This is an optimization exercise on Yosys and OpenROAD, whose aim is a short achievable clock period and few clock cycles, not a production implementation. In this exercise RTL edits were held to simulation tests only and were not proved equivalent to the original. Power figures rest on the tool's default switching activity, not on a simulated workload.

==> design/flow/design.v <==
module ks_add32(a, b, cin, s, cout);
  input [31:0] a, b;
  input cin;
  output [31:0] s;
  output cout;
  wire [31:0] p0 = a ^ b;
  wire [31:0] g0 = (a & b) | {31'd0, p0[0] & cin};    
  wire [31:0] g1 = g0 | (p0 & {g0[30:0], 1'b0});
  wire [31:0] p1 = p0 & {p0[30:0], 1'b0};
  wire [31:0] g2 = g1 | (p1 & {g1[29:0], 2'b0});
  wire [31:0] p2 = p1 & {p1[29:0], 2'b0};
  wire [31:0] g3 = g2 | (p2 & {g2[27:0], 4'b0});
  wire [31:0] p3 = p2 & {p2[27:0], 4'b0};
  wire [31:0] g4 = g3 | (p3 & {g3[23:0], 8'b0});
  wire [31:0] p4 = p3 & {p3[23:0], 8'b0};
  wire [31:0] c  = g4 | (p4 & {g4[15:0], 16'b0});    
  assign s = p0 ^ {c[30:0], cin};
  assign cout = c[31];
endmodule
`timescale 1ns / 1ps
module mips_cpu(
  clk, reset,
  imem_addr, imem_rdata,
  dmem_addr, dmem_wdata, dmem_we, dmem_rdata,
  print_valid, print_data, halted
    );
    input clk;
    input reset;
    output [9:0] imem_addr;
    input [31:0] imem_rdata;
    output [9:0] dmem_addr;
    output [31:0] dmem_wdata;
    output dmem_we;
    input [31:0] dmem_rdata;
    output print_valid;
    output [31:0] print_data;
    output halted;
    reg  [9:0]  fa;          
    reg         fix_v;       
    reg  [31:0] fix_pc;
    reg  [31:0] ra_pred;     
    reg         d_v;
    reg  [31:0] d_ir;
    reg  [31:0] d_pc;
    reg         d_isJ, d_isJr, d_pt;
    reg  [31:0] d_jrt;
    reg  [4:0]  d_rA, d_rB;
    reg         e_v;
    reg  [31:0] e_A, e_B, e_SD;
    reg  [4:0]  e_rd;
    reg         e_wr, e_isLoad, e_isLh, e_isStore, e_isSys, e_isJal;
    reg         e_isBeq, e_isBne, e_isBltz, e_isJr, e_pt;
    reg  [31:0] e_btgt, e_pc4, e_jrt;
    reg         e_opAdd, e_opSub, e_opAnd, e_opOr, e_opXor, e_opNor;
    reg         e_opSlt, e_opSltu, e_opSll, e_opSrl, e_opSra;
    reg  [31:0] m_res, m_SD;
    reg  [4:0]  m_rd;
    reg         m_wr, m_isLoad, m_isLh, m_isStore;
    reg         halt_r;
    reg         pv_r;
    reg  [31:0] pd_r;
    reg  [31:0] rf [1:31];
    wire [31:0] ldata = m_isLh ? {{16{dmem_rdata[15]}}, dmem_rdata[15:0]} : dmem_rdata;
    wire [31:0] wb_data = m_isLoad ? ldata : m_res;
    assign dmem_addr  = m_res[11:2];
    assign dmem_wdata = m_SD;
    assign dmem_we    = m_isStore & ~halt_r;
    reg  [31:0] w_data;
    reg  [4:0]  w_rd;
    reg         w_wr;
    always @(posedge clk) begin
      if (reset) w_wr <= 1'b0;
      else w_wr <= m_wr;
      w_data <= wb_data;
      w_rd <= m_rd;
    end
    reg rst_q;
    always @(posedge clk) rst_q <= reset;
    integer i;
    always @(posedge clk) begin
      if (rst_q) begin
        for (i = 1; i < 32; i = i + 1) rf[i] <= 32'd0;
      end else if (w_wr) begin
        rf[w_rd] <= w_data;
      end
    end
    wire [31:0] A  = e_A;
    wire [31:0] B  = e_B;
    wire [31:0] SD = e_SD;
    wire [31:0] sum, dif;
    wire        sum_co, dif_co;
    ks_add32 u_add(.a(A), .b(B), .cin(1'b0), .s(sum), .cout(sum_co));
    ks_add32 u_sub(.a(A), .b(~B), .cin(1'b1), .s(dif), .cout(dif_co));
    wire        sltu = ~dif_co;
    wire        slt  = A[31] ^ ~B[31] ^ dif_co;
    wire [31:0] shl  = A << B[4:0];
    wire [31:0] shr  = A >> B[4:0];
    wire [31:0] sra  = $signed(A) >>> B[4:0];
    function [31:0] pick;
      input [10:0] sel;    
      input [31:0] sum, dif, a, b, shl, shr, sra;
      input slt, sltu;
      begin
        pick = ({32{sel[10]}} & sum)
             | ({32{sel[9]}}  & dif)
             | ({32{sel[8]}}  & (a & b))
             | ({32{sel[7]}}  & (a | b))
             | ({32{sel[6]}}  & (a ^ b))
             | ({32{sel[5]}}  & ~(a | b))
             | {31'd0, (sel[4] & slt) | (sel[3] & sltu)}
             | ({32{sel[2]}}  & shl)
             | ({32{sel[1]}}  & shr)
             | ({32{sel[0]}}  & sra);
      end
    endfunction
    wire [10:0] e_ops = {e_opAdd, e_opSub, e_opAnd, e_opOr, e_opXor, e_opNor,
                         e_opSlt, e_opSltu, e_opSll, e_opSrl, e_opSra};
    wire [31:0] res = pick(e_ops, sum, dif, A, B, shl, shr, sra, slt, sltu);
    wire eq    = (A == B);
    wire taken = (e_isBeq & eq) | (e_isBne & ~eq) | (e_isBltz & A[31]);
    wire mis_br = (e_isBeq | e_isBne | e_isBltz) & (taken ^ e_pt);
    wire mis_jr = e_isJr & (A != e_jrt);
    wire redirect = e_v & (mis_br | mis_jr);
    wire [31:0] rtgt = e_isJr ? A : (taken ? e_btgt : e_pc4);
    wire halting = e_v & e_isSys & (A == 32'd10);
    always @(posedge clk) begin
      if (reset) begin
        halt_r <= 1'b0;
        pv_r   <= 1'b0;
      end else begin
        if (halting) halt_r <= 1'b1;
        pv_r <= e_v & e_isSys & ~halt_r;
      end
      if (e_v & e_isSys) pd_r <= SD;
    end
    assign halted = halt_r;
    assign print_valid = pv_r;
    assign print_data = pd_r;
    always @(posedge clk) begin
      if (e_v & e_isJal) ra_pred <= e_A;
    end
    always @(posedge clk) begin
      if (reset) begin
        m_wr <= 1'b0;
        m_isLoad <= 1'b0;
        m_isStore <= 1'b0;
      end else begin
        m_wr <= e_v & e_wr;
        m_isLoad <= e_v & e_isLoad;
        m_isStore <= e_v & e_isStore;
      end
      m_res <= res;
      m_SD <= SD;
      m_rd <= e_rd;
      m_isLh <= e_isLh;
    end
    wire [5:0] op = d_ir[31:26];
    wire [4:0] rs = d_ir[25:21];
    wire [4:0] rt = d_ir[20:16];
    wire [4:0] rd = d_ir[15:11];
    wire [4:0] sh = d_ir[10:6];
    wire [5:0] fn = d_ir[5:0];
    wire [15:0] imm = d_ir[15:0];
    wire isR    = (op == 6'h00);
    wire r_sll  = isR & (fn == 6'h00);
    wire r_srl  = isR & (fn == 6'h02);
    wire r_sra  = isR & (fn == 6'h03);
    wire r_jr   = isR & (fn == 6'h08);
    wire r_sys  = isR & (fn == 6'h0c);
    wire r_add  = isR & ((fn == 6'h20) | (fn == 6'h21));
    wire r_sub  = isR & ((fn == 6'h22) | (fn == 6'h23));
    wire r_and  = isR & (fn == 6'h24);
    wire r_or   = isR & (fn == 6'h25);
    wire r_xor  = isR & (fn == 6'h26);
    wire r_nor  = isR & (fn == 6'h27);
    wire r_slt  = isR & (fn == 6'h2a);
    wire r_sltu = isR & (fn == 6'h2b);
    wire r_shi  = r_sll | r_srl | r_sra;
    wire r_other = isR & ~(r_shi | r_jr | r_sys | r_add | r_sub | r_and | r_or
                           | r_xor | r_nor | r_slt | r_sltu);    
    wire i_addi  = (op == 6'h08);
    wire i_addiu = (op == 6'h09);
    wire i_slti  = (op == 6'h0a);
    wire i_andi  = (op == 6'h0c);
    wire i_ori   = (op == 6'h0d);
    wire i_xori  = (op == 6'h0e);
    wire i_lw    = (op == 6'h23);
    wire i_lh    = (op == 6'h21);
    wire i_sw    = (op == 6'h2b);
    wire i_beq   = (op == 6'h04);
    wire i_bne   = (op == 6'h05);
    wire i_bltz  = (op == 6'h01) & (rt == 5'd0);
    wire i_jal   = (op == 6'h03);
    wire wr_rd = isR & ~r_jr & ~r_sys;
    wire wr_rt = i_addi | i_addiu | i_slti | i_andi | i_ori | i_xori | i_lw | i_lh;
    wire [4:0] dst = i_jal ? 5'd31 : (wr_rd ? rd : rt);
    wire d_wr = (wr_rd | wr_rt | i_jal) & (dst != 5'd0);
    wire usesA  = isR | i_addi | i_addiu | i_slti | i_andi | i_ori | i_xori
                | i_lw | i_lh | i_sw | i_beq | i_bne | i_bltz;
    wire usesB  = (isR & ~r_shi & ~r_jr & ~r_sys) | i_beq | i_bne;
    wire usesSD = i_sw | r_sys;
    wire useImm = ~usesB;
    wire [31:0] sext = {{16{imm[15]}}, imm};
    wire [31:0] immv = r_shi ? {27'd0, sh} : i_addiu ? {16'd0, imm} : i_jal ? 32'd0 : sext;
    wire [31:0] rfA = (d_rA == 5'd0) ? 32'd0 : rf[d_rA];
    wire [31:0] rfB = (d_rB == 5'd0) ? 32'd0 : rf[d_rB];
    wire hitA = m_wr & (m_rd == d_rA);
    wire hitB = m_wr & (m_rd == d_rB);
    wire hwA = w_wr & (w_rd == d_rA);
    wire hwB = w_wr & (w_rd == d_rB);
    wire [31:0] pc4sum;
    wire        pc4co;
    ks_add32 u_pc4(.a({2'b00, d_pc[31:2]}), .b(32'd0), .cin(1'b1), .s(pc4sum), .cout(pc4co));
    wire [31:0] d_pc4 = {pc4sum[29:0], d_pc[1:0]};
    wire [31:0] valA = hitA ? wb_data : hwA ? w_data : (i_jal ? d_pc4 : rfA);
    wire [31:0] valB = hitB ? wb_data : hwB ? w_data : rfB;
    wire mA = e_v & e_wr & (e_rd == d_rA);
    wire mB = e_v & e_wr & (e_rd == d_rB);
    wire fA = mA & ~i_jal;        
    wire fB = mB & ~useImm;
    wire stall = d_v & e_isLoad & ((usesA & mA) | ((usesB | usesSD) & mB));
    wire [31:0] btsum;
    wire        btco;
    ks_add32 u_bt(.a({2'b00, d_pc[31:2]}), .b({2'b00, sext[29:0]}), .cin(1'b1), .s(btsum), .cout(btco));
    wire [31:0] d_btgt = {btsum[29:0], d_pc[1:0]};
    wire [31:0] d_jtgt = {d_pc4[31:28], d_ir[25:0], 2'b00};
    always @(posedge clk) begin
      if (reset | redirect | stall | ~d_v) e_v <= 1'b0;
      else e_v <= 1'b1;
      e_A  <= pick(e_ops & {11{fA}}, sum, dif, A, B, shl, shr, sra, slt, sltu)
            | ({32{~fA}} & valA);
      e_B  <= pick(e_ops & {11{fB}}, sum, dif, A, B, shl, shr, sra, slt, sltu)
            | ({32{~fB & ~useImm}} & valB) | ({32{useImm}} & immv);
      e_SD <= pick(e_ops & {11{mB}}, sum, dif, A, B, shl, shr, sra, slt, sltu)
            | ({32{~mB}} & valB);
      e_rd <= dst;
      e_wr <= d_wr;
      e_isLoad <= i_lw | i_lh;
      e_isLh <= i_lh;
      e_isStore <= i_sw;
      e_isSys <= r_sys;
      e_isJal <= i_jal;
      e_isBeq <= i_beq;
      e_isBne <= i_bne;
      e_isBltz <= i_bltz;
      e_isJr <= r_jr;
      e_pt <= d_pt;
      e_btgt <= d_btgt;
      e_pc4 <= d_pc4;
      e_jrt <= d_jrt;
      e_opAdd <= r_add | i_addi | i_addiu | i_lw | i_sw;
      e_opSub <= r_sub;
      e_opAnd <= r_and | i_andi;
      e_opOr  <= r_or | i_ori | i_jal;
      e_opXor <= i_xori;
      e_opNor <= r_nor;
      e_opSlt <= r_slt | i_slti;
      e_opSltu <= r_sltu;
      e_opSll <= r_sll | r_xor | r_other | i_lh;    
      e_opSrl <= r_srl;
      e_opSra <= r_sra;
    end
    wire [31:0] fi = imem_rdata;
    wire [5:0]  f_op = fi[31:26];
    wire        f_isR  = (f_op == 6'h00);
    wire        f_isJ  = (f_op == 6'h02) | (f_op == 6'h03);
    wire        f_isJr = f_isR & (fi[5:0] == 6'h08);
    wire        f_sys  = f_isR & (fi[5:0] == 6'h0c);
    wire        f_shi  = f_isR & ((fi[5:0] == 6'h00) | (fi[5:0] == 6'h02) | (fi[5:0] == 6'h03));
    wire        f_isBr = (f_op == 6'h04) | (f_op == 6'h05) | ((f_op == 6'h01) & (fi[20:16] == 5'd0));
    wire        f_same = (fi[25:21] == fi[20:16]);
    wire        f_pt   = ((f_op == 6'h04) & (f_same | fi[15]))
                       | ((f_op == 6'h05) & ~f_same)
                       | ((f_op == 6'h01) & (fi[20:16] == 5'd0) & fi[15] & (fi[25:21] != 5'd0));
    wire [4:0]  f_rA = f_isJr ? 5'd31 : f_sys ? 5'd2 : f_shi ? fi[20:16] :
                       (f_op == 6'h03) ? 5'd0 : fi[25:21];
    wire [4:0]  f_rB = f_sys ? 5'd4 : fi[20:16];
    wire [31:0] fa1s, fbts;
    wire        fa1co, fbtco;
    ks_add32 u_fa1(.a({22'd0, fa}), .b(32'd0), .cin(1'b1), .s(fa1s), .cout(fa1co));
    ks_add32 u_fbt(.a({22'd0, fa}), .b({22'd0, fi[9:0]}), .cin(1'b1), .s(fbts), .cout(fbtco));
    wire [9:0]  fa1 = fa1s[9:0];
    wire [9:0]  fpred = f_isJ ? fi[9:0] : f_isJr ? ra_pred[11:2] :
                        f_pt ? fbts[9:0] : fa1;
    wire [31:0] d_tgt = d_isJ ? d_jtgt : d_isJr ? d_jrt : d_btgt;
    wire [31:0] pcF = fix_v ? fix_pc : ((d_isJ | d_isJr | d_pt) ? d_tgt : d_pc4);
    always @(posedge clk) begin
      if (reset) begin
        fa <= 10'd0;
        fix_v <= 1'b1;
        d_v <= 1'b0;
      end else if (redirect) begin
        fa <= rtgt[11:2];
        fix_v <= 1'b1;
        d_v <= 1'b0;
      end else if (~stall) begin
        fa <= fpred;
        fix_v <= 1'b0;
        d_v <= 1'b1;
      end
      fix_pc <= reset ? 32'd0 : rtgt;
      if (~stall) begin
        d_ir <= fi;
        d_pc <= pcF;
        d_isJ <= f_isJ;
        d_isJr <= f_isJr;
        d_pt <= f_pt;
        d_jrt <= ra_pred;
        d_rA <= f_rA;
        d_rB <= f_rB;
      end
    end
    assign imem_addr = fa;
endmodule
==> design/flow/flow/run.sh <==
#!/bin/bash
# The standard layout (standard synthesis unchanged), with repair_timing aiming
# for extra setup slack so the layout is pushed below the design's 10 ns period.
set -o pipefail
bash standard.sh SETUP_SLACK_MARGIN=7.5 ABC_CLOCK_PERIOD_IN_PS=2000 finish > flow_make.log 2>&1
==> design/flow/standard.sh <==
#!/bin/bash
# synth_recipe.tcl (not shown) runs the flow's synth.tcl, then flattens the netlist and writes it again
# the make line also repeats each setting of config.mk as NAME=value (left out here)
make -C /OpenROAD-flow-scripts/flow DESIGN_CONFIG=/design/flow/config.mk WORK_HOME=/design/flow/orfs CLKGATE_MAP_FILE= SYNTH_SCRIPT=/design/flow/synth_recipe.tcl "${@:-finish}"
==> design/flow/config.mk <==
export PLATFORM = sky130hd
export DESIGN_NAME = mips_cpu
export DESIGN_NICKNAME = mips_cpu
export VERILOG_FILES = /design/flow/design.v
export SDC_FILE = /design/flow/constraint.sdc
export NUM_CORES = 4
export LEC_CHECK = 0
export CAP_MARGIN = 20
export CORE_MARGIN = 2
export CORE_UTILIZATION = 35
export PLACE_DENSITY = 0.5
export SLEW_MARGIN = 20
==> design/flow/constraint.sdc <==
create_clock -name core_clock -period 10.0 [get_ports {clk}]
set_input_delay 2.0000 -clock core_clock [delete_from_list [all_inputs] [get_ports {clk}]]
set_output_delay 2.0000 -clock core_clock [all_outputs]
set_load 0.01 [all_outputs]
==> results of run 1 <==
layer usage:
metal / up-vias / share of wire [%] / GRT usage, % / wire length (um)
met2: 4449 / 46 / 50.1 / 187000
met4: 24 / 7.1 / 18.9 / 29200
met3: 1107 / 11 / 7.72 / 44300
met5: - / 0.039 / 0 / 158
met1: 34300 / 36 / 40.1 / 148000
li1: 26500 / - / - / -
Yosys cell counts (all sizes together) (21+ instances only):
library cell and n:
and3 29, nor4 44, nand2 238, xor2 92, edfxtp 1197, o221ai 40, o21a 24, mux2 63
nor2b 24, a211oi 45, nand2b 27, xnor2 78, or3 21, inv 193, a21o 38, clkbuf 470
mux4 670, o211ai 57, o21ai 222, dfxtp 381, a221oi 68, buf 134, nor2 340, nand4 27
ha 137, a21oi 323, mux2i 182, nor3 53, and2 1007, nand3 63, or2 42, a31oi 23
a22oi 37
critical path, delay by kind of cell (launching register included):
family                   cells  cell delay, ns
multiplexers                 1            0.28
AO/OA/AOI/OAI                4            0.56
adder cells (fa/ha/maj)      1            0.30
XOR/XNOR                     1            0.21
AND/OR/NAND/NOR              4            1.30
buffers and inverters        4            0.54
flip-flops                   1            0.35
final timing paths:
| check | from | depth (start not counted) | to | slack, ns |
|---|---|---|---|---|
| min reg2reg | e_isLh | 0 | m_isLh | 0.34 |
| max reg2reg | e_A[2] | 15 | fa[8] | 6.36 |
| max | e_A[2] | 15 | fa[8] | 6.36 |
| min | e_isLh | 0 | m_isLh | 0.34 |
cell families after synthesis:
family | count (synthesis) | share of synthesized area, %
and+or+nand+nor | 1946 | 12.5
AOI/OAI and AO/OA | 1077 | 8.29
adders and majority gates | 141 | 2.10
DFF | 1578 | 51.1
xor gates and xnor gates | 170 | 1.75
muxes | 915 | 20.7
buffers and inverters | 801 | 3.62
per-stage QoR:
stage	area, um2	setup WS (ns)	instances
global route	113000	6.32	10700
floorplan	87000	5.60	6628
detailed placement	91300	4.70	9561
global placement	91300	4.58	9560
CTS	109000	6.38	10400
finish	113000	6.36	10700
layout by cell type (no fill, tap or decap), drive strengths merged, types with 182 or more instances in the layout:
master | Yosys | routed
dfxtp | 381 | 381
edfxtp | 1197 | 1197
o21ai | 222 | 222
a21oi | 323 | 323
clkbuf | 470 | 257
inv | 193 | 198
and2 | 1007 | 1007
nand2 | 238 | 238
mux4 | 670 | 670
buf | 134 | 1005
nor2 | 340 | 341
mux2i | 182 | 182
what timing repair did:
action / 4_1_cts / 5_1_grt
resized for setup: 1733 / 416
endpoints found under the setup margin: 2483 / 597
pin swaps: 227 / 221
gates cloned: 99 / 12
setup buffers: 440 / 225
where the power goes:
part           total (mW)  switching, mW  internal, mW
sequential           7.71          0.310          7.40
combinational        4.50           2.54          1.97
clock                6.64           2.97          3.67
final cells by class:
type | instances | area [um2] | share of cell area (%)
diodes | 23 | 57.6 | 0.0509
clock buffers | 244 | 4920 | 4.35
clock inverters | 82 | 905 | 0.800
inverters | 197 | 867 | 0.767
multi-input cells | 4251 | 44100 | 39.0
flip-flops and latches | 1578 | 43800 | 38.8
well taps | 3202 | 4010 | 3.54
repair buffers | 1104 | 14300 | 12.7
repair inverters | 5 | 56.3 | 0.0498
==> metrics.yaml, run 1 <==
synth_top_area_share_pct: 42.1
cpPeakStageDelay_ns: 0.54
yosysTopAreaCell: "edfxtp_1"
crit_fanout: 5
finalSetupViolations: 0
critPathArrivalTime_ns: 4.40
rsz0062_at_grt: "true"
fin_crit_ns: 3.64
area_growth_pct: 32.5
layout-drive-gt1-share_pct: 39.7
wl_per_cell_um: 38.3
slowest_stage: "nor4_4"
std_cell_rows: 181
grt_pass1_vias: 63400
clock-root-buffer: "clkbuf_16"
fillerInstances: 21200
synth_edf_count: 1197
worstSetupStartpointType: "flop"
grt_pass1_wl_um: 546000
via_per_inst: 6.21
die-width_um: 498
synth.distinct_cells: 83
clk_latency_ns: 0.88
power_density_mw_per_mm2: 167
htree_levels: 4
async_flop_share_pct: 0
vdd_drop_max_uv: 192
io_buffers: 152
clkTransAtPathRegs_ns: 0.06
finalSetupTns_ns: 0
drv_slew: 0
yosysSeqAreaShare_pct: 51.1
drt_wl_total_um: 409000
ys_warn_count: 1
drc: 0
ys_seq_elements: 1578
grt_max_degree: 65
final_util_pct: 46.6
synthesis.area_mm2: 0.0853
grt_use_total_pct: 31.9
synth.avg_cell_area_um2: 12.9
grt_antenna_before_repair: 57
clock.fmax_ghz: 0.275
cp.required_ns: 10.76
top_register: "rf"
drt-initial-drc-count: 10000
drtAntennaViolNets: 0
post-route-period-util_pct: 36.4
hold_violations: 0
worst-slew-pin-transition_ns: 1.14
netlist_instances: 6628
status: "no timing/DRC/antenna violations"
finalClockSkew_ns: 0.0654
cts_tree: "yes"
pin_count: 153
die_area_mm2: 0.248
slew_headroom_pct: 23.7
grt_overflow_total: 0
clk_path_buf_depth: 3
firstDrtPassIters: 8
largest_reg_flops: 1024
synth_ff_type: "edfxtp_1"
cts_hold_buffers: 0
crit_chain: "buf_12 -> clkinvlp_4 -> ha_4 -> nor4_4 -> nand4_1 -> nor4_4 -> mux2i_1 -> nand2_2 -> xor2_2 -> o31ai_4 -> a21boi_4 -> buf_6 -> clkbuf_16 -> a211oi_1 -> a211oi_1"
report.power.total_mw: 18.9
nets: 7524
cts.sinks: 1578
syn-num-nets: 6835
numCtsBuffers: 180
cap_violations: 0
dpl.hpwl_um: 221000
end_kind: "flop"
leakage_nw: 41.8
num_vias: 66400
start_util_pct: 35.1
whs_ns: 0.336
hp-class: "flop to flop"
coreArea_mm2: 0.243
gp_congestion: 0.947
worstSetupPathType: "flop to flop"
die_h_um: 498
synth.area.top_cells: "edfxtp_1 (42%), mux4_2 (18%), dfxtp_1 (8.9%)"
Testbench counts, summed over its fixed seeds: cycles 167,082.
==> run 2, diff against run 1 <==
--- a/design/flow/design.v
+++ b/design/flow/design.v
@@ -48,8 +48,12 @@
     reg         e_v;
     reg  [31:0] e_A, e_B, e_SD;
+    reg  [31:0] e_sA, e_cA, e_cB;
+    reg  [4:0]  e_sB;
+    reg         stall_r;
     reg  [4:0]  e_rd;
     reg         e_wr, e_isLoad, e_isLh, e_isStore, e_isSys, e_isJal;
-    reg         e_isBeq, e_isBne, e_isBltz, e_isJr, e_pt;
-    reg  [31:0] e_btgt, e_pc4, e_jrt;
+    reg         e_isJr;
+    reg         e_rEq, e_rNe, e_rNeg, e_rPos, e_rJr;
+    reg  [31:0] e_alt, e_jrt;
     reg         e_opAdd, e_opSub, e_opAnd, e_opOr, e_opXor, e_opNor;
     reg         e_opSlt, e_opSltu, e_opSll, e_opSrl, e_opSra;
@@ -94,7 +98,7 @@
     wire        sltu = ~dif_co;
     wire        slt  = A[31] ^ ~B[31] ^ dif_co;
-    wire [31:0] shl  = A << B[4:0];
-    wire [31:0] shr  = A >> B[4:0];
-    wire [31:0] sra  = $signed(A) >>> B[4:0];
+    wire [31:0] shl  = e_sA << e_sB;
+    wire [31:0] shr  = e_sA >> e_sB;
+    wire [31:0] sra  = $signed(e_sA) >>> e_sB;
     function [31:0] pick;
       input [10:0] sel;    
@@ -117,10 +121,8 @@
                          e_opSlt, e_opSltu, e_opSll, e_opSrl, e_opSra};
     wire [31:0] res = pick(e_ops, sum, dif, A, B, shl, shr, sra, slt, sltu);
-    wire eq    = (A == B);
-    wire taken = (e_isBeq & eq) | (e_isBne & ~eq) | (e_isBltz & A[31]);
-    wire mis_br = (e_isBeq | e_isBne | e_isBltz) & (taken ^ e_pt);
-    wire mis_jr = e_isJr & (A != e_jrt);
-    wire redirect = e_v & (mis_br | mis_jr);
-    wire [31:0] rtgt = e_isJr ? A : (taken ? e_btgt : e_pc4);
+    wire eq    = (e_cA == e_cB);
+    wire redirect = (eq & e_rEq) | (~eq & e_rNe) | (e_cA[31] & e_rNeg) | (~e_cA[31] & e_rPos)
+                  | (e_rJr & (e_cA != e_jrt));
+    wire [31:0] rtgt = e_isJr ? e_cA : e_alt;
     wire halting = e_v & e_isSys & (A == 32'd10);
     always @(posedge clk) begin
@@ -219,5 +221,5 @@
     wire fA = mA & ~i_jal;        
     wire fB = mB & ~useImm;
-    wire stall = d_v & e_isLoad & ((usesA & mA) | ((usesB | usesSD) & mB));
+    wire stall = stall_r;
     wire [31:0] btsum;
     wire        btco;
@@ -225,13 +227,23 @@
     wire [31:0] d_btgt = {btsum[29:0], d_pc[1:0]};
     wire [31:0] d_jtgt = {d_pc4[31:28], d_ir[25:0], 2'b00};
+    wire [31:0] nA  = pick(e_ops & {11{fA}}, sum, dif, A, B, shl, shr, sra, slt, sltu)
+                    | ({32{~fA}} & valA);
+    wire [31:0] nB  = pick(e_ops & {11{fB}}, sum, dif, A, B, shl, shr, sra, slt, sltu)
+                    | ({32{~fB & ~useImm}} & valB) | ({32{useImm}} & immv);
+    wire [31:0] nSD = pick(e_ops & {11{mB}}, sum, dif, A, B, shl, shr, sra, slt, sltu)
+                    | ({32{~mB}} & valB);
+    wire isShOp  = r_sll | r_srl | r_sra | r_xor | r_other | i_lh;
+    wire isCmpA  = i_beq | i_bne | i_bltz | r_jr;
+    wire isCmpB  = i_beq | i_bne;
+    wire vnext = d_v & ~stall & ~redirect & ~reset;    
     always @(posedge clk) begin
-      if (reset | redirect | stall | ~d_v) e_v <= 1'b0;
-      else e_v <= 1'b1;
-      e_A  <= pick(e_ops & {11{fA}}, sum, dif, A, B, shl, shr, sra, slt, sltu)
-            | ({32{~fA}} & valA);
-      e_B  <= pick(e_ops & {11{fB}}, sum, dif, A, B, shl, shr, sra, slt, sltu)
-            | ({32{~fB & ~useImm}} & valB) | ({32{useImm}} & immv);
-      e_SD <= pick(e_ops & {11{mB}}, sum, dif, A, B, shl, shr, sra, slt, sltu)
-            | ({32{~mB}} & valB);
+      e_v <= vnext;
+      e_A  <= nA;
+      e_B  <= nB;
+      e_SD <= nSD;
+      e_sA <= {32{isShOp}} & nA;
+      e_sB <= {5{isShOp}} & nB[4:0];
+      e_cA <= {32{isCmpA}} & nA;
+      e_cB <= {32{isCmpB}} & nB;
       e_rd <= dst;
       e_wr <= d_wr;
@@ -241,11 +253,11 @@
       e_isSys <= r_sys;
       e_isJal <= i_jal;
-      e_isBeq <= i_beq;
-      e_isBne <= i_bne;
-      e_isBltz <= i_bltz;
       e_isJr <= r_jr;
-      e_pt <= d_pt;
-      e_btgt <= d_btgt;
-      e_pc4 <= d_pc4;
+      e_rEq  <= vnext & ((i_beq & ~d_pt) | (i_bne & d_pt));
+      e_rNe  <= vnext & ((i_beq & d_pt) | (i_bne & ~d_pt));
+      e_rNeg <= vnext & i_bltz & ~d_pt;
+      e_rPos <= vnext & i_bltz & d_pt;
+      e_rJr  <= vnext & r_jr;
+      e_alt <= d_pt ? d_pc4 : d_btgt;
       e_jrt <= d_jrt;
       e_opAdd <= r_add | i_addi | i_addiu | i_lw | i_sw;
@@ -276,4 +288,13 @@
                        (f_op == 6'h03) ? 5'd0 : fi[25:21];
     wire [4:0]  f_rB = f_sys ? 5'd4 : fi[20:16];
+    wire        f_rt0  = (fi[20:16] == 5'd0);
+    wire        f_usesA = f_isR | (f_op == 6'h08) | (f_op == 6'h09) | (f_op == 6'h0a)
+                        | (f_op == 6'h0c) | (f_op == 6'h0d) | (f_op == 6'h0e)
+                        | (f_op == 6'h23) | (f_op == 6'h21) | (f_op == 6'h2b)
+                        | (f_op == 6'h04) | (f_op == 6'h05) | ((f_op == 6'h01) & f_rt0);
+    wire        f_usesB = (f_isR & ~f_shi & ~f_isJr) | (f_op == 6'h04) | (f_op == 6'h05)
+                        | (f_op == 6'h2b);
+    wire        f_ldhit = d_v & (i_lw | i_lh) & d_wr
+                        & ((f_usesA & (f_rA == dst)) | (f_usesB & (f_rB == dst)));
     wire [31:0] fa1s, fbts;
     wire        fa1co, fbtco;
@@ -300,4 +321,5 @@
       end
       fix_pc <= reset ? 32'd0 : rtgt;
+      stall_r <= ~reset & ~stall & ~redirect & f_ldhit;
       if (~stall) begin
         d_ir <= fi;
==> run 2 against run 1 <==
Against the previous run:
- still clean
- total power grew 2.3%
- sequential power grew 6.0%
- first-iteration DRC count shrank 18%
- register-to-register slack gained 0.15 ns
- sequential cell count grew 78
- clock skew shrank 0.012 ns
- utilization shrank 0.78 points
- final area grew 2.7%
- largest cell class unchanged
==> metrics.yaml, run 2 <==
area_growth_pct: 30.4  # was 32.5%
r2r-end: "d_pc[29]"  # was fa[8]
critPathArrivalTime_ns: 1.59  # was 4.40 ns
pin_count: 153  # unchanged
async_flop_share_pct: 0  # unchanged
num_vias: 67400  # was 66,400
io_buffers: 152  # unchanged
worstSetupPathType: "flop to primary output"  # was flop to flop
fillerInstances: 22400  # was 21,200
dpl.hpwl_um: 233000  # was 221,000 um
grt_busiest_layer: "met2"  # unchanged
synth_top_area_share_pct: 40.4  # was 42.1%
top_register: "rf"  # unchanged
ys_warn_count: 1  # unchanged
leakage_nw: 42.8  # was 41.8 nW
firstDrtPassIters: 7  # was 8
vdd_drop_max_uv: 195  # was 192 uV
synth_ff_type: "edfxtp_1"  # unchanged
cts_hold_buffers: 0  # unchanged
worst-slew-pin-transition_ns: 1.21  # was 1.14 ns
power_density_mw_per_mm2: 166  # was 167 mW/mm2
crit_fanout: 1  # was 5
crit_family: "flip-flops"  # was simple AND/OR/NAND/NOR gates
startpoint: "pd_r[16]"  # was e_A[2]
finalSetupViolations: 0  # unchanged
nets: 7796  # was 7,524
cp.required_ns: 8.00  # was 10.76 ns
drt-initial-drc-count: 8193  # was 10,000
r2r_cells: 10  # was 15
ys_seq_elements: 1656  # was 1,578
std_cell_rows: 185  # was 181
gp_congestion: 0.967  # was 0.947
drt_wl_total_um: 405000  # was 409,000 um
syn-num-nets: 7162  # was 6,835
cts_tree: "yes"  # unchanged
layout-drive-gt1-share_pct: 39.2  # was 39.7%
cap_violations: 0  # unchanged
slew_headroom_pct: 19.6  # was 23.7%
slowest_stage: "edfxtp_1"  # was nor4_4
synthesis.area_mm2: 0.0890  # was 0.0853 mm2
finalClockSkew_ns: 0.0536  # was 0.0654 ns
cts.sinks: 1656  # was 1,578
synth.avg_cell_area_um2: 12.8  # was 12.9 um2
hold_depth: 0  # unchanged
clk_path_buf_depth: 3  # unchanged
synth_common_cells: "edfxtp_1 (1,197), and2_1 (1,029), mux4_2 (690)"  # was edfxtp_1 (1,197), and2_1 (1,007), mux4_2 (670)
start_util_pct: 35.1  # about the same
final_cell_mix: "edfxtp_1 (1,197), and2_1 (1,021), mux4_2 (690)"  # was edfxtp_1 (1,197), and2_1 (1,003), mux4_2 (670)
drc: 0  # unchanged
whs_endpoint: "m_isLh"  # unchanged
grt_pass1_vias: 66400  # was 63,400
wl_per_cell_um: 36.4  # was 38.3 um
met3_usage_pct: 5.81  # was 7.72%
die_h_um: 508  # was 498 um
synth.distinct_cells: 97  # was 83
die_area_mm2: 0.258  # was 0.248 mm2
report.power.total_mw: 19.3  # was 18.9 mW
hold_violations: 0  # unchanged
use_met1_pct: 37.9  # was 40.1%
die-width_um: 508  # was 498 um
grt_antenna_before_repair: 17  # was 57
globalRouteMet2Util_pct: 50.3  # was 50.1%
synth_most_common_cell: "edfxtp_1"  # unchanged
finalSetupTns_ns: 0  # unchanged
cpPeakStageDelay_ns: 0.53  # was 0.54 ns
synth_edf_count: 1197  # unchanged
post-route-period-util_pct: 35.9  # was 36.4%
clock-root-buffer: "clkbuf_16"  # unchanged
path_buf_inv: 1  # was 4
end_kind: "primary output"  # was flop
clk_latency_ns: 0.88  # about the same
synth.area.top_cells: "edfxtp_1 (40%), mux4_2 (17%), dfxtp_1 (10%)"  # was edfxtp_1 (42%), mux4_2 (18%), dfxtp_1 (8.9%)
r2r_start: "d_ir[9]"  # was e_A[2]
final_common_cell: "edfxtp_1"  # unchanged
min-delay-start: "e_isLh"  # unchanged
fin_crit_ns: 3.59  # was 3.64 ns
numCtsBuffers: 191  # was 180
clkTransAtPathRegs_ns: 0.06  # about the same
yosysSeqAreaShare_pct: 50.7  # was 51.1%
setup_ws_ns: 6.41  # was 6.36 ns
grt_overflow_total: 0  # unchanged
status: "no timing/DRC/antenna violations"  # unchanged
hp-class: "flop to flop"  # unchanged
grt_max_degree: 57  # was 65
via_per_inst: 6.06  # was 6.21
grt_pass1_wl_um: 549000  # was 546,000 um
htree_levels: 4  # unchanged
netlist_instances: 6956  # was 6,628
yosysTopAreaCell: "edfxtp_1"  # unchanged
coreArea_mm2: 0.253  # was 0.243 mm2
largest_reg_flops: 1024  # unchanged
rsz0062_at_grt: "true"  # unchanged
drtAntennaViolNets: 0  # unchanged
grt_use_total_pct: 30.6  # was 31.9%
worstSetupStartpointType: "flop"  # unchanged
pre_cts_ws_ns: 5.00  # was 4.70 ns
multi_input_area_mm2: 0.0467  # was 0.0441 mm2
reg2reg_slack_ns: 6.51  # was 6.36 ns
drv_slew: 0  # unchanged
crit_chain: "buf_2"  # was buf_12 -> clkinvlp_4 -> ha_4 -> nor4_4 -> nand4_1 -> nor4_4 -> mux2i_1 -> nand2_2 -> xor2_2 -> o31ai_4 -> a21boi_4 -> buf_6 -> clkbuf_16 -> a211oi_1 -> a211oi_1
clock.fmax_ghz: 0.278  # was 0.275 GHz
regArea_mm2: 0.0454  # was 0.0438 mm2
==> run 2: cell type report <==
type                            count  area share (%)
Antenna cell                       11          0.0237
Inverter                          203           0.731
Tap cell                         3366            3.63
Timing Repair Buffer             1001            10.9
Multi-Input combinational cell   4537            40.2
Clock inverter                     94           0.704
Clock buffer                      260            4.59
Sequential cell                  1656            39.2
==> run 2: worst max path at each step <==
| stage | endpoint | slack (ns) | cells after the start |
|---|---|---|---|
| after global placement | e_B[8] | 4.99 | 9 |
| after global routing | print_data[16] | 6.36 | 1 |
| after CTS | print_data[16] | 6.37 | 1 |
| final | print_data[16] | 6.41 | 1 |
| after detailed placement | fa[0] | 5.00 | 9 |
| after floorplan | fa[5] | 5.95 | 9 |
==> run 2: cell families after synthesis <==
group           share of synthesized area, %
simple gates                            13.0
flops                                   50.7
compound gates                          8.07
mux                                     20.5
buf+inv                                 3.55
xor+xnor                                2.12
fa+ha+maj                               2.00
==> run 2: worst reg2reg max path, cell delays in order (launching register included) <==
cell and delay, ns:
edfxtp_1 0.54, ha_4 0.31, nand4_1 0.10, nor2_1 0.06
a211o_1 0.26, a21o_1 0.23, a311o_2 0.45, o41a_1 0.40
o311a_1 0.37, mux2_4 0.31, a22o_1 0.20
==> run 2: stage by stage <==
step / instance area, um2 / hold WS [ns] / instances / utilization [%]
final: 116000 / 0.332 / 11100 / 45.8
after global routing: 116000 / 0.352 / 11100 / 45.8
after CTS: 113000 / 0.343 / 10900 / 44.6
after detailed placement: 94700 / 0.317 / 10000 / 37.4
after global placement: 94700 / 0.322 / 10000 / 37.4
after floorplan: 90100 / 0.310 / 6956 / -
==> run 2: repair_timing <==
action                     in CTS  in global routing
buffers inserted              474                165
cloned                         91                  5
setup endpoints to repair    2445                759
pin swaps                     321                236
gates resized for setup      1691                389
==> run 2: power breakdown <==
part	leakage, nW	internal (mW)	total, mW	switching [mW]
logic	23.7	1.84	4.11	2.26
registers	16.2	7.75	8.17	0.420
clock network	3.02	3.94	7.02	3.08
total	42.8	13.5	19.3	5.76
==> run 2: per-layer routing <==
metal | up-vias | routed length, um | part of all wire, %
met3 | 955 | 35600 | 8.8
met5 | - | 31 | 0.0077
met2 | 3787 | 192000 | 48
li1 | 27600 | - | -
met4 | 4 | 27700 | 6.8
met1 | 35100 | 149000 | 37
Testbench counts of run 2, summed over its fixed seeds: cycles 167,082.
==> run 3, diff against run 2 <==
--- a/design/flow/design.v
+++ b/design/flow/design.v
@@ -49,4 +49,5 @@
     reg  [31:0] e_A, e_B, e_SD;
     reg  [31:0] e_sA, e_cA, e_cB;
+    reg  [31:0] e_xA, e_xB, e_lA, e_lB;    
     reg  [4:0]  e_sB;
     reg         stall_r;
@@ -60,5 +61,6 @@
     reg  [31:0] m_res, m_SD;
     reg  [4:0]  m_rd;
-    reg         m_wr, m_isLoad, m_isLh, m_isStore;
+    reg         m_wr, m_isLoad, m_isLh, m_we;
+    reg  [9:0]  m_addr;       
     reg         halt_r;
     reg         pv_r;
@@ -67,7 +69,7 @@
     wire [31:0] ldata = m_isLh ? {{16{dmem_rdata[15]}}, dmem_rdata[15:0]} : dmem_rdata;
     wire [31:0] wb_data = m_isLoad ? ldata : m_res;
-    assign dmem_addr  = m_res[11:2];
+    assign dmem_addr  = m_addr;
     assign dmem_wdata = m_SD;
-    assign dmem_we    = m_isStore & ~halt_r;
+    assign dmem_we    = m_we;
     reg  [31:0] w_data;
     reg  [4:0]  w_rd;
@@ -95,7 +97,7 @@
     wire        sum_co, dif_co;
     ks_add32 u_add(.a(A), .b(B), .cin(1'b0), .s(sum), .cout(sum_co));
-    ks_add32 u_sub(.a(A), .b(~B), .cin(1'b1), .s(dif), .cout(dif_co));
+    ks_add32 u_sub(.a(e_xA), .b(~e_xB), .cin(1'b1), .s(dif), .cout(dif_co));
     wire        sltu = ~dif_co;
-    wire        slt  = A[31] ^ ~B[31] ^ dif_co;
+    wire        slt  = e_xA[31] ^ ~e_xB[31] ^ dif_co;
     wire [31:0] shl  = e_sA << e_sB;
     wire [31:0] shr  = e_sA >> e_sB;
@@ -120,5 +122,5 @@
     wire [10:0] e_ops = {e_opAdd, e_opSub, e_opAnd, e_opOr, e_opXor, e_opNor,
                          e_opSlt, e_opSltu, e_opSll, e_opSrl, e_opSra};
-    wire [31:0] res = pick(e_ops, sum, dif, A, B, shl, shr, sra, slt, sltu);
+    wire [31:0] res = pick(e_ops, sum, dif, e_lA, e_lB, shl, shr, sra, slt, sltu);
     wire eq    = (e_cA == e_cB);
     wire redirect = (eq & e_rEq) | (~eq & e_rNe) | (e_cA[31] & e_rNeg) | (~e_cA[31] & e_rPos)
@@ -134,5 +136,5 @@
         pv_r <= e_v & e_isSys & ~halt_r;
       end
-      if (e_v & e_isSys) pd_r <= SD;
+      pd_r <= {32{e_v & e_isSys}} & SD;    
     end
     assign halted = halt_r;
@@ -146,11 +148,12 @@
         m_wr <= 1'b0;
         m_isLoad <= 1'b0;
-        m_isStore <= 1'b0;
+        m_we <= 1'b0;
       end else begin
         m_wr <= e_v & e_wr;
         m_isLoad <= e_v & e_isLoad;
-        m_isStore <= e_v & e_isStore;
+        m_we <= e_v & e_isStore & ~halt_r & ~halting;    
       end
       m_res <= res;
+      m_addr <= {10{e_v & (e_isLoad | e_isStore)}} & res[11:2];
       m_SD <= SD;
       m_rd <= e_rd;
@@ -227,13 +230,15 @@
     wire [31:0] d_btgt = {btsum[29:0], d_pc[1:0]};
     wire [31:0] d_jtgt = {d_pc4[31:28], d_ir[25:0], 2'b00};
-    wire [31:0] nA  = pick(e_ops & {11{fA}}, sum, dif, A, B, shl, shr, sra, slt, sltu)
+    wire [31:0] nA  = pick(e_ops & {11{fA}}, sum, dif, e_lA, e_lB, shl, shr, sra, slt, sltu)
                     | ({32{~fA}} & valA);
-    wire [31:0] nB  = pick(e_ops & {11{fB}}, sum, dif, A, B, shl, shr, sra, slt, sltu)
+    wire [31:0] nB  = pick(e_ops & {11{fB}}, sum, dif, e_lA, e_lB, shl, shr, sra, slt, sltu)
                     | ({32{~fB & ~useImm}} & valB) | ({32{useImm}} & immv);
-    wire [31:0] nSD = pick(e_ops & {11{mB}}, sum, dif, A, B, shl, shr, sra, slt, sltu)
+    wire [31:0] nSD = pick(e_ops & {11{mB}}, sum, dif, e_lA, e_lB, shl, shr, sra, slt, sltu)
                     | ({32{~mB}} & valB);
     wire isShOp  = r_sll | r_srl | r_sra | r_xor | r_other | i_lh;
     wire isCmpA  = i_beq | i_bne | i_bltz | r_jr;
     wire isCmpB  = i_beq | i_bne;
+    wire isSubOp = r_sub | r_slt | i_slti | r_sltu;
+    wire isLogOp = r_and | i_andi | r_or | i_ori | i_jal | i_xori | r_nor;
     wire vnext = d_v & ~stall & ~redirect & ~reset;    
     always @(posedge clk) begin
@@ -246,4 +251,8 @@
       e_cA <= {32{isCmpA}} & nA;
       e_cB <= {32{isCmpB}} & nB;
+      e_xA <= {32{isSubOp}} & nA;
+      e_xB <= {32{isSubOp}} & nB;
+      e_lA <= {32{isLogOp}} & nA;
+      e_lB <= {32{isLogOp}} & nB;
       e_rd <= dst;
       e_wr <= d_wr;
==> design/flow/flow/run.sh (replaced) <==
#!/bin/bash
# The standard layout (standard synthesis unchanged), with repair_timing aiming
# for extra setup slack so the layout is pushed below the design's 10 ns period.
set -o pipefail
bash standard.sh SETUP_SLACK_MARGIN=7.5 ABC_CLOCK_PERIOD_IN_PS=1000 finish > flow_make.log 2>&1
==> run 3 against run 2 <==
Against the previous run:
- global-route usage grew 0.61 points
- synthesized area grew 4.7%
- highest routed layer unchanged
- total power grew 5.6%
- critical path depth grew 12
- fmax grew 3.9%
- worst setup slack gained 0.13 ns
- sequential share of layout area shrank 0.34 points
- final area grew 6.2%
- sequential cell count grew 138
- largest cell class unchanged
- clock-buffer cell count shrank 2
- utilization grew 0.74 points
- sequential power grew 5.4%
==> metrics.yaml, run 3 <==
grt_overflow_total: 0  # unchanged
synth_edf_count: 1165  # was 1,197
hold_depth: 0  # unchanged
synth.avg_cell_area_um2: 12.6  # was 12.8 um2
grt_pass1_wl_um: 587000  # was 549,000 um
dpl.hpwl_um: 260000  # was 233,000 um
largest_reg_flops: 1024  # unchanged
crit_chain: "buf_12 -> buf_12 -> buf_16 -> buf_12 -> mux4_2 -> mux4_2 -> mux2i_4 -> nor2_4 -> o22a_1 -> a222oi_1 -> buf_4 -> buf_6 -> nor2_2"  # was buf_2
drc: 0  # unchanged
final_util_pct: 46.5  # was 45.8%
vdd_drop_max_uv: 179  # was 195 uV
io_buffers: 152  # unchanged
worstSetupPathType: "flop to flop"  # was flop to primary output
grt_use_total_pct: 31.2  # was 30.6%
reg2reg_slack_ns: 6.54  # was 6.51 ns
area_growth_pct: 32.2  # was 30.4%
top_register: "rf"  # unchanged
clk_latency_ns: 0.90  # was 0.88 ns
setup_ws_ns: 6.54  # was 6.41 ns
start_util_pct: 35.2  # was 35.1%
pin_count: 153  # unchanged
grt_antenna_before_repair: 37  # was 17
syn-num-nets: 7643  # was 7,162
wl_per_cell_um: 36.4  # about the same
die-width_um: 520  # was 508 um
num_vias: 72100  # was 67,400
worst-slew-pin-transition_ns: 1.25  # was 1.21 ns
pre_cts_ws_ns: 4.86  # was 5.00 ns
cpMostUsedCell: "buf_12"
drt_wl_total_um: 433000  # was 405,000 um
worstSetupStartpointType: "flop"  # unchanged
finalClockSkew_ns: 0.0590  # was 0.0536 ns
critPathArrivalTime_ns: 4.17  # was 1.59 ns
synth.area.top_cells: "edfxtp_1 (38%), mux4_2 (17%), dfxtp_1 (14%)"  # was edfxtp_1 (40%), mux4_2 (17%), dfxtp_1 (10%)
netlist_instances: 7406  # was 6,956
synth.distinct_cells: 109  # was 97
status: "no timing/DRC/antenna violations"  # unchanged
rsz0062_at_grt: "true"  # unchanged
leakage_nw: 45.9  # was 42.8 nW
min-delay-start: "e_isLh"  # unchanged
hold_violations: 0  # unchanged
report.power.total_mw: 20.4  # was 19.3 mW
via_per_inst: 6.07  # was 6.06
post_dp_cell_area_mm2: 0.0994  # was 0.0947 mm2
cts_tree: "yes"  # unchanged
nets: 8398  # was 7,796
hp-class: "flop to flop"  # unchanged
slew_headroom_pct: 16.4  # was 19.6%
crit_family: "multiplexers"  # was flip-flops
ys_warn_count: 1  # unchanged
cpPeakStageDelay_ns: 0.56  # was 0.53 ns
crit_fanout: 5  # was 1
drtAntennaViolNets: 0  # unchanged
finalSetupViolations: 0  # unchanged
fin_crit_ns: 3.46  # was 3.59 ns
slowest_stage: "mux4_2"  # was edfxtp_1
grt_max_degree: 65  # was 57
synth_most_common_cell: "edfxtp_1"  # unchanged
cp.required_ns: 10.71  # was 8.00 ns
synth_top_area_share_pct: 37.5  # was 40.4%
std_cell_rows: 189  # was 185
async_flop_share_pct: 0  # unchanged
clk_path_buf_depth: 3  # unchanged
clock.fmax_ghz: 0.289  # was 0.278 GHz
die_area_mm2: 0.270  # was 0.258 mm2
yosysTopAreaCell: "edfxtp_1"  # unchanged
gp_congestion: 1.02  # was 0.967
die_h_um: 520  # was 508 um
layout-drive-gt1-share_pct: 39.4  # was 39.2%
yosysSeqAreaShare_pct: 51.1  # was 50.7%
final_cell_mix: "edfxtp_1 (1,165), and2_1 (1,017), mux4_2 (697)"  # was edfxtp_1 (1,197), and2_1 (1,021), mux4_2 (690)
numCtsBuffers: 202  # was 191
r2r_cells: 13  # was 10
power_density_mw_per_mm2: 165  # was 166 mW/mm2
cts.sinks: 1794  # was 1,656
clock-root-buffer: "clkbuf_16"  # unchanged
final_area_mm2: 0.123  # was 0.116 mm2
finalSetupTns_ns: 0  # unchanged
drv_slew: 0  # unchanged
synth_common_cells: "edfxtp_1 (1,165), and2_1 (1,027), mux4_2 (697)"  # was edfxtp_1 (1,197), and2_1 (1,029), mux4_2 (690)
r2r-end: "e_lB[1]"  # was d_pc[29]
grt_pass1_vias: 70200  # was 66,400
htree_levels: 4  # unchanged
drt-initial-drc-count: 8948  # was 8,193
whs_endpoint: "m_isLh"  # unchanged
synth_ff_type: "edfxtp_1"  # unchanged
ys_seq_elements: 1794  # was 1,656
firstDrtPassIters: 7  # unchanged
path_buf_inv: 6  # was 1
clkTransAtPathRegs_ns: 0.07  # was 0.06 ns
synthesis.area_mm2: 0.0932  # was 0.0890 mm2
post-route-period-util_pct: 34.6  # was 35.9%
final_common_cell: "edfxtp_1"  # unchanged
end_kind: "flop"  # was primary output
cap_violations: 0  # unchanged
coreArea_mm2: 0.265  # was 0.253 mm2
-- run 3: cell types whose count changed after synthesis, sizes merged, moves of 15 or more --
cell    delta
o21a      +20
nand2     +26
nor2     +152
o221ai    -16
o211ai    +15
dfxtp    +170
edfxtp    -32
inv       +45
clkbuf    +22
ha        +31
mux2i     -34
and3      +45
buf       -21
-- run 3: worst max path at each step --
stage	slack, ns	start	end	cells past startpoint
floorplan	6.04	imem_rdata[21]	fa[1]	9
finish	6.54	flop	e_lB[1]	13
CTS	6.59	halt_r	halted	1
global placement	4.65	imem_rdata[17]	fa[1]	10
global route	6.53	d_ir[0]	d_pc[28]	13
detailed placement	4.86	imem_rdata[17]	fa[1]	10
-- run 3: cells by family after synthesis --
group                      Yosys count  share of synthesized area [%]
and+or+nand+nor                   2359                           13.6
DFF                               1794                           51.1
AOI/OAI and AO/OA                 1133                           8.27
muxes                              917                           19.3
buffers and inverters              830                           3.56
xor gates and xnor gates           202                           1.90
adders and majority gates          171                           2.33
-- run 3: final cells by class --
cell class	count	area, um2
Fill cell	23500	142000
Multi-Input combinational cell	4799	49000
Sequential cell	1794	47800
Timing Repair Buffer	1124	14200
Clock buffer	258	5520
Tap cell	3533	4420
Clock inverter	117	1190
Inverter	240	955
Antenna cell	13	32.5
-- run 3: worst reg2reg max path, delay by kind of cell (launching register included) --
kind / cells / cell delay [ns]
AO/OA/AOI/OAI: 2 / 0.50
multiplexers: 3 / 1.32
buffers and inverters: 6 / 0.89
AND/OR/NAND/NOR: 2 / 0.14
flip-flops: 1 / 0.43
-- run 3: metrics by stage --
step | hold slack [ns] | instances
after detailed placement | 0.320 | 10700
after floorplan | 0.310 | 7406
after global routing | 0.343 | 11900
final | 0.340 | 11900
after global placement | 0.324 | 10700
after CTS | 0.339 | 11700
-- run 3: metal layers --
metal  vias to the layer above  GRT usage, %  share of wire, %
met5                         -             0             0.025
met4                        10          16.3               6.3
met3                       998          6.88               9.7
met2                      4285          49.7                46
met1                     37400          39.7                38
li1                      29400             -                 -
-- run 3: power by group --
| group | leakage, nW | internal (mW) | switching, mW |
|---|---|---|---|
| clock | 3.28 | 4.33 | 3.35 |
| combinational | 25.3 | 1.83 | 2.25 |
| sequential | 17.2 | 8.27 | 0.337 |
-- run 3: repair_timing --
item / in CTS / in global routing
buffers inserted: 558 / 149
gates cloned: 92 / 8
resized for setup: 1915 / 448
pin swaps: 337 / 197
endpoints found under the setup margin: 2411 / 1194
hold buffers: 0 / 0
Testbench counts of run 3, summed over its fixed seeds: cycles 167,082.
==> run 4, diff against run 3 <==
==> design/flow/flow/run.sh (replaced) <==
#!/bin/bash
# The standard layout (standard synthesis unchanged), with repair_timing aiming
# for extra setup slack so the layout is pushed below the design's 10 ns period.
set -o pipefail
bash standard.sh SETUP_SLACK_MARGIN=7.5 ABC_CLOCK_PERIOD_IN_PS=2000 finish > flow_make.log 2>&1
==> run 4 against run 3 <==
Against the previous run:
- clock power hardly changed
- clock-buffer cell count stayed put
- global-route usage unchanged
- routed wire length unchanged
- largest cell class unchanged
==> metrics.yaml, run 4 <==
status: "no timing/DRC/antenna violations"  # unchanged
area_growth_pct: 32.2  # unchanged
slew_headroom_pct: 16.4  # unchanged
end_kind: "flop"  # unchanged
final_common_cell: "edfxtp_1"  # unchanged
worstSetupPathType: "flop to flop"  # unchanged
synth_edf_count: 1165  # unchanged
start_util_pct: 35.2  # unchanged
dpl.hpwl_um: 260000  # unchanged
cts_tree: "yes"  # unchanged
final_util_pct: 46.5  # unchanged
io_buffers: 152  # unchanged
synth.distinct_cells: 109  # unchanged
grt_overflow_total: 0  # unchanged
clk_path_buf_depth: 3  # unchanged
final_cell_mix: "edfxtp_1 (1,165), and2_1 (1,017), mux4_2 (697)"  # unchanged
whs_ns: 0.340  # unchanged
die_area_mm2: 0.270  # unchanged
synth_most_common_cell: "edfxtp_1"  # unchanged
ys_warn_count: 1  # unchanged
numCtsBuffers: 202  # unchanged
yosysSeqAreaShare_pct: 51.1  # unchanged
crit_fanout: 5  # unchanged
clk_latency_ns: 0.90  # about the same
fillerInstances: 23500  # unchanged
yosysTopAreaCell: "edfxtp_1"  # unchanged
synth.avg_cell_area_um2: 12.6  # unchanged
async_flop_share_pct: 0  # unchanged
rsz0062_at_grt: "true"  # unchanged
critPathArrivalTime_ns: 4.17  # about the same
layout-drive-gt1-share_pct: 39.4  # unchanged
combPwrFrac_pct: 20.0  # about the same
netlist_instances: 7406  # unchanged
top_register: "rf"  # unchanged
grt_max_degree: 65  # unchanged
grt_pass1_wl_um: 587000  # unchanged
finalSetupViolations: 0  # unchanged
clock.fmax_ghz: 0.289  # unchanged
synth.area.top_cells: "edfxtp_1 (38%), mux4_2 (17%), dfxtp_1 (14%)"  # unchanged
clkTransAtPathRegs_ns: 0.07  # about the same
htree_levels: 4  # unchanged
cts_hold_buffers: 0  # unchanged
clkPwrFrac_pct: 37.7  # about the same
synth_common_cells: "edfxtp_1 (1,165), and2_1 (1,027), mux4_2 (697)"  # unchanged
clock-root-buffer: "clkbuf_16"  # unchanged
cp.required_ns: 10.71  # about the same
vdd_drop_max_uv: 179  # unchanged
drtAntennaViolNets: 0  # unchanged
fin_crit_ns: 3.46  # unchanged
via_per_inst: 6.07  # unchanged
swShare_pct: 29.1  # unchanged
die-width_um: 520  # unchanged
grt_pass1_vias: 70200  # unchanged
gp_congestion: 1.02  # unchanged
largest_reg_flops: 1024  # unchanged
std_cell_rows: 189  # unchanged
p_switching_mw: 5.93  # unchanged
report.power.total_mw: 20.4  # unchanged
drv_slew: 0  # unchanged
drc: 0  # unchanged
synth_ff_type: "edfxtp_1"  # unchanged
grt_antenna_before_repair: 37  # unchanged
worst-slew-pin-transition_ns: 1.25  # unchanged
post-route-period-util_pct: 34.6  # unchanged
nets: 8398  # unchanged
drt-initial-drc-count: 8948  # unchanged
coreArea_mm2: 0.265  # unchanged
firstDrtPassIters: 7  # unchanged
die_h_um: 520  # unchanged
finalClockSkew_ns: 0.0590  # unchanged
synth_top_area_share_pct: 37.5  # unchanged
hold_violations: 0  # unchanged
hp-class: "flop to flop"  # unchanged
num_vias: 72100  # unchanged
wl_per_cell_um: 36.4  # unchanged
cap_violations: 0  # unchanged
pin_count: 153  # unchanged
power_density_mw_per_mm2: 165  # unchanged
leakage_nw: 45.9  # unchanged
worstSetupStartpointType: "flop"  # unchanged
drt_wl_total_um: 433000  # unchanged
grt_use_total_pct: 31.2  # unchanged
cts.sinks: 1794  # unchanged
finalSetupTns_ns: 0  # unchanged
ys_seq_elements: 1794  # unchanged
seqPwrFrac_pct: 42.3  # about the same
syn-num-nets: 7643  # unchanged
p_int_mw: 14.4  # unchanged
synthesis.area_mm2: 0.0932  # unchanged
[run 4: cell counts in the layout (fill, tap and decap cells not counted)]
No cell type changed its count.
[run 4: worst paths after layout]
check	slack [ns]	cells after the start	end	startpoint
worst max-delay path	6.54	13	e_lB[1]	flop
worst min-delay path	0.34	0	m_isLh	e_isLh
worst max register to register	6.54	13	e_lB[1]	flop
worst min register to register	0.34	0	m_isLh	e_isLh
[run 4: critical path, stage by stage (launching register included)]
cell and delay [ns]:
dfxtp_4 0.43, buf_12 0.17, buf_12 0.11, buf_16 0.15
buf_12 0.11, mux4_2 0.51, mux4_2 0.56, mux2i_4 0.25
nor2_4 0.11, o22a_1 0.25, a222oi_1 0.25, buf_4 0.20
buf_6 0.12, nor2_2 0.03
[run 4: what timing repair did]
item / in CTS / in global routing
gates resized for setup: 1915 / 448
buffers inserted: 558 / 149
pin swaps: 337 / 197
setup endpoints to repair: 2411 / 1194
cloned: 92 / 8
[run 4: power groups by stage]
stage | Combinational, mW | Clock (mW) | Sequential, mW
after CTS | 3.70 | 7.73 | 8.60
after detailed placement | 2.70 | 0 | 8.78
after floorplan | 1.67 | 0 | 8.58
final | 4.08 | 7.68 | 8.61
after global routing | 4.20 | 8.04 | 8.64
after global placement | 2.69 | 0 | 8.77
[run 4: cell type report]
cell class,instances,area (um2),share of cell area [%]
Tap cell,3533,4420,3.59
Sequential cell,1794,47800,38.8
Antenna cell,13,32.5,0.0264
Clock buffer,258,5520,4.48
Multi-Input combinational cell,4799,49000,39.8
Timing Repair Buffer,1124,14200,11.5
Inverter,240,955,0.775
Clock inverter,117,1190,0.970
[run 4: routing by layer]
layer,global-route usage [%],vias to the layer above,part of all wire [%]
met4,16.3,10,6.3
met1,39.7,37400,38
li1,-,29400,-
met5,0,-,0.025
met3,6.88,998,9.7
met2,49.7,4285,46
[run 4: logic make-up after synthesis]
kind of cell / count (synthesis) / synth area share, %
buf+inv: 830 / 3.56
mux: 917 / 19.3
xor+xnor: 202 / 1.90
flops: 1794 / 51.1
fa+ha+maj: 171 / 2.33
simple gates: 2359 / 13.6
compound gates: 1133 / 8.27
[run 4: per-stage QoR]
| stage | instances | worst slack (ns) | instance area, um2 |
|---|---|---|---|
| detailed placement | 10700 | 4.86 | 99400 |
| global placement | 10700 | 4.65 | 99400 |
| floorplan | 7406 | 6.04 | 94200 |
| CTS | 11700 | 6.59 | 120000 |
| global route | 11900 | 6.53 | 123000 |
| finish | 11900 | 6.54 | 123000 |
==> run 5, diff against run 4 <==
--- a/design/flow/design.v
+++ b/design/flow/design.v
@@ -48,7 +48,10 @@
     reg         e_v;
     reg  [31:0] e_A, e_B, e_SD;
-    reg  [31:0] e_sA, e_cA, e_cB;
+    reg  [31:0] e_cA, e_cB;
+    reg  [31:0] e_lsA, e_rsA;
+    reg         e_rfill;
+    reg  [3:0]  e_hl1, e_hl2, e_hr1, e_hr2;
+    reg  [1:0]  e_hl3, e_hr3;
     reg  [31:0] e_xA, e_xB, e_lA, e_lB;    
-    reg  [4:0]  e_sB;
     reg         stall_r;
     reg  [4:0]  e_rd;
@@ -100,7 +103,54 @@
     wire        sltu = ~dif_co;
     wire        slt  = e_xA[31] ^ ~e_xB[31] ^ dif_co;
-    wire [31:0] shl  = e_sA << e_sB;
-    wire [31:0] shr  = e_sA >> e_sB;
-    wire [31:0] sra  = $signed(e_sA) >>> e_sB;
+    function [31:0] lsh;
+      input [31:0] x;
+      input [3:0] h1, h2;
+      input [1:0] h3;
+      reg [34:0] xe;
+      reg [31:0] t1, t2;
+      reg [43:0] t1e;
+      reg [47:0] t2e;
+      integer i;
+      begin
+        xe = {x, 3'b000};
+        for (i = 0; i < 32; i = i + 1)
+          t1[i] = (h1[0] & xe[i+3]) | (h1[1] & xe[i+2]) | (h1[2] & xe[i+1]) | (h1[3] & xe[i]);
+        t1e = {t1, 12'd0};
+        for (i = 0; i < 32; i = i + 1)
+          t2[i] = (h2[0] & t1e[i+12]) | (h2[1] & t1e[i+8]) | (h2[2] & t1e[i+4]) | (h2[3] & t1e[i]);
+        t2e = {t2, 16'd0};
+        for (i = 0; i < 32; i = i + 1)
+          lsh[i] = (h3[0] & t2e[i+16]) | (h3[1] & t2e[i]);
+      end
+    endfunction
+    function [31:0] rsh;
+      input [31:0] x;
+      input f;
+      input [3:0] h1, h2;
+      input [1:0] h3;
+      reg [34:0] xe;
+      reg [31:0] t1, t2;
+      reg [43:0] t1e;
+      reg [47:0] t2e;
+      integer i;
+      begin
+        xe = {{3{f}}, x};
+        for (i = 0; i < 32; i = i + 1)
+          t1[i] = (h1[0] & xe[i]) | (h1[1] & xe[i+1]) | (h1[2] & xe[i+2]) | (h1[3] & xe[i+3]);
+        t1e = {{12{f}}, t1};
+        for (i = 0; i < 32; i = i + 1)
+          t2[i] = (h2[0] & t1e[i]) | (h2[1] & t1e[i+4]) | (h2[2] & t1e[i+8]) | (h2[3] & t1e[i+12]);
+        t2e = {{16{f}}, t2};
+        for (i = 0; i < 32; i = i + 1)
+          rsh[i] = (h3[0] & t2e[i]) | (h3[1] & t2e[i+16]);
+      end
+    endfunction
+    function [3:0] dec2;
+      input [1:0] v;
+      dec2 = {v == 2'd3, v == 2'd2, v == 2'd1, v == 2'd0};
+    endfunction
+    wire [31:0] shl  = lsh(e_lsA, e_hl1, e_hl2, e_hl3);
+    wire [31:0] shr  = rsh(e_rsA, e_rfill, e_hr1, e_hr2, e_hr3);    
+    wire [31:0] sra  = shr;
     function [31:0] pick;
       input [10:0] sel;    
@@ -236,5 +286,6 @@
     wire [31:0] nSD = pick(e_ops & {11{mB}}, sum, dif, e_lA, e_lB, shl, shr, sra, slt, sltu)
                     | ({32{~mB}} & valB);
-    wire isShOp  = r_sll | r_srl | r_sra | r_xor | r_other | i_lh;
+    wire isShL   = r_sll | r_xor | r_other | i_lh;
+    wire isShR   = r_srl | r_sra;
     wire isCmpA  = i_beq | i_bne | i_bltz | r_jr;
     wire isCmpB  = i_beq | i_bne;
@@ -247,6 +298,13 @@
       e_B  <= nB;
       e_SD <= nSD;
-      e_sA <= {32{isShOp}} & nA;
-      e_sB <= {5{isShOp}} & nB[4:0];
+      e_lsA <= {32{isShL}} & nA;
+      e_rsA <= {32{isShR}} & nA;
+      e_rfill <= r_sra & nA[31];
+      e_hl1 <= {4{isShL}} & dec2(nB[1:0]);
+      e_hl2 <= {4{isShL}} & dec2(nB[3:2]);
+      e_hl3 <= {2{isShL}} & {nB[4], ~nB[4]};
+      e_hr1 <= {4{isShR}} & dec2(nB[1:0]);
+      e_hr2 <= {4{isShR}} & dec2(nB[3:2]);
+      e_hr3 <= {2{isShR}} & {nB[4], ~nB[4]};
       e_cA <= {32{isCmpA}} & nA;
       e_cB <= {32{isCmpB}} & nB;
==> design/flow/flow/run.sh (replaced) <==
#!/bin/bash
# The standard layout (standard synthesis unchanged), with repair_timing aiming
# for extra setup slack so the layout is pushed below the design's 10 ns period.
set -o pipefail
bash standard.sh SETUP_SLACK_MARGIN=7.5 ABC_CLOCK_PERIOD_IN_PS=1000 finish > flow_make.log 2>&1
==> run 5 against run 4 <==
Against the previous run:
- routed wire length shrank 6.3%
- cell count grew 0.23%
- first-iteration DRC count shrank 11%
- clock skew grew 0.012 ns
- critical path depth shrank 2
- clock-buffer cell count grew 37
==> metrics.yaml, run 5 <==
worstSetupStartpointType: "input pin"  # was flop
wl_per_cell_um: 34.0  # was 36.4 um
area_growth_pct: 32.0  # was 32.2%
post-route-period-util_pct: 36.0  # was 34.6%
die_area_mm2: 0.270  # about the same
grt_max_degree: 65  # unchanged
cap_violations: 0  # unchanged
die-width_um: 520  # about the same
fin_crit_ns: 3.60  # was 3.46 ns
pin_count: 153  # unchanged
clock.fmax_ghz: 0.278  # was 0.289 GHz
async_flop_share_pct: 0  # unchanged
nets: 8427  # was 8,398
grt_overflow_total: 0  # unchanged
gp_congestion: 0.953  # was 1.02
regArea_mm2: 0.0488  # was 0.0478 mm2
start_util_pct: 35.2  # about the same
leakage_nw: 45.8  # was 45.9 nW
finalSetupViolations: 0  # unchanged
num_vias: 70800  # was 72,100
drtAntennaViolNets: 0  # unchanged
netlist_instances: 7494  # was 7,406
cts_tree: "yes"  # unchanged
cts.sinks: 1842  # was 1,794
finalClockSkew_ns: 0.0709  # was 0.0590 ns
crit_end: "fa[0]"  # was e_lB[1]
synthesis.area_mm2: 0.0931  # was 0.0932 mm2
r2r_start: "e_xA[0]"
ys_warn_count: 1  # unchanged
pre_cts_ws_ns: 4.78  # was 4.86 ns
reg2reg_slack_ns: 6.48  # was 6.54 ns
drt_wl_total_um: 405000  # was 433,000 um
numCtsBuffers: 216  # was 202
htree_levels: 4  # unchanged
r2r_cells: 17  # was 13
grt_antenna_before_repair: 26  # was 37
ys_seq_elements: 1842  # was 1,794
std_cell_rows: 189  # unchanged
largest_reg_flops: 1024  # unchanged
crit_fanout: 6  # was 5
grt_pass1_vias: 68800  # was 70,200
cp.required_ns: 10.76  # was 10.71 ns
power_density_mw_per_mm2: 170  # was 165 mW/mm2
synth.avg_cell_area_um2: 12.4  # was 12.6 um2
firstDrtPassIters: 6  # was 7
critPathArrivalTime_ns: 4.36  # was 4.17 ns
status: "no timing/DRC/antenna violations"  # unchanged
drt-initial-drc-count: 7955  # was 8,948
vdd_drop_max_uv: 156  # was 179 uV
[run 5: metrics by stage]
step	total power, mW	hold WS [ns]	utilization [%]	cells	area [um2]
2_1_floorplan	10.5	0.310	-	7494	94400
3_3_place_gp	11.6	0.322	37.5	10800	99400
3_5_place_dp	11.6	0.331	37.6	10800	99500
4_1_cts	20.4	0.341	44.5	11700	118000
5_1_grt	21.4	0.346	46.4	11900	123000
6_report	20.9	0.339	46.4	11900	123000
[run 5: how the worst min path moves through the flow]
stage / from / end / slack [ns] / depth (start not counted)
2_1_floorplan: e_isLh / m_isLh / 0.31 / 0
3_3_place_gp: e_isLh / m_isLh / 0.32 / 0
3_5_place_dp: e_isLh / m_isLh / 0.33 / 0
4_1_cts: e_isLh / m_isLh / 0.34 / 0
5_1_grt: e_isLh / m_isLh / 0.35 / 0
6_report: e_isLh / m_isLh / 0.34 / 0
[run 5: logic make-up after synthesis]
kind of cell / synth area share (%)
AOI/OAI and AO/OA: 9.28
xor gates and xnor gates: 1.98
adders and majority gates: 2.34
buffers and inverters: 3.49
DFF: 52.1
muxes: 17.2
and+or+nand+nor: 13.5
[run 5: area by class of cell]
class | count | share of cell area [%]
Clock inverter | 87 | 0.738
Tap cell | 3533 | 3.60
Sequential cell | 1842 | 39.7
Antenna cell | 18 | 0.0367
Multi-Input combinational cell | 4824 | 39.3
Clock buffer | 295 | 4.93
Timing Repair inverter | 1 | 0.00407
Timing Repair Buffer | 1068 | 10.9
Inverter | 237 | 0.780
[run 5: critical path, cell delays in order]
cell and delay (ns):
clkdlybuf4s15_2 0.26, or4_4 0.56, nor2_2 0.12, o21ai_2 0.09, a211oi_4 0.25, buf_4 0.16
buf_12 0.12, mux2_2 0.34, o21ai_1 0.15, a221oi_1 0.09, a211oi_1 0.20
[run 5: what timing repair did]
item                        CTS  global route
setup endpoints to repair  2371           828
setup buffers               426           216
cloned                       66            11
hold buffers                  0             0
resized for setup          1748           704
pin swaps                   276           277
[run 5: metal layers]
metal / wire length [um] / global-route usage [%] / vias to the layer above / part of all wire (%)
met2: 195000 / 48.3 / 3493 / 48
met4: 21500 / 12.7 / 18 / 5.3
met3: 31500 / 4.38 / 798 / 7.8
met1: 157000 / 37.2 / 36900 / 39
met5: 112 / 0 / - / 0.028
li1: - / - / 29600 / -
[run 5: power breakdown]
group	internal, mW	switching [mW]
Sequential	8.47	0.344
Clock	4.65	3.36
Combinational	1.84	2.20
Testbench counts of run 5, summed over its fixed seeds: cycles 167,082.

Setup slack of run 5, layout unchanged: 6.405 ns with ideal ports, 6.412 ns with driving cells assumed (clock clkbuf_16, inputs buf_2), 5.429 ns with port delays also shifted by the 0.983 ns mid clock arrival.
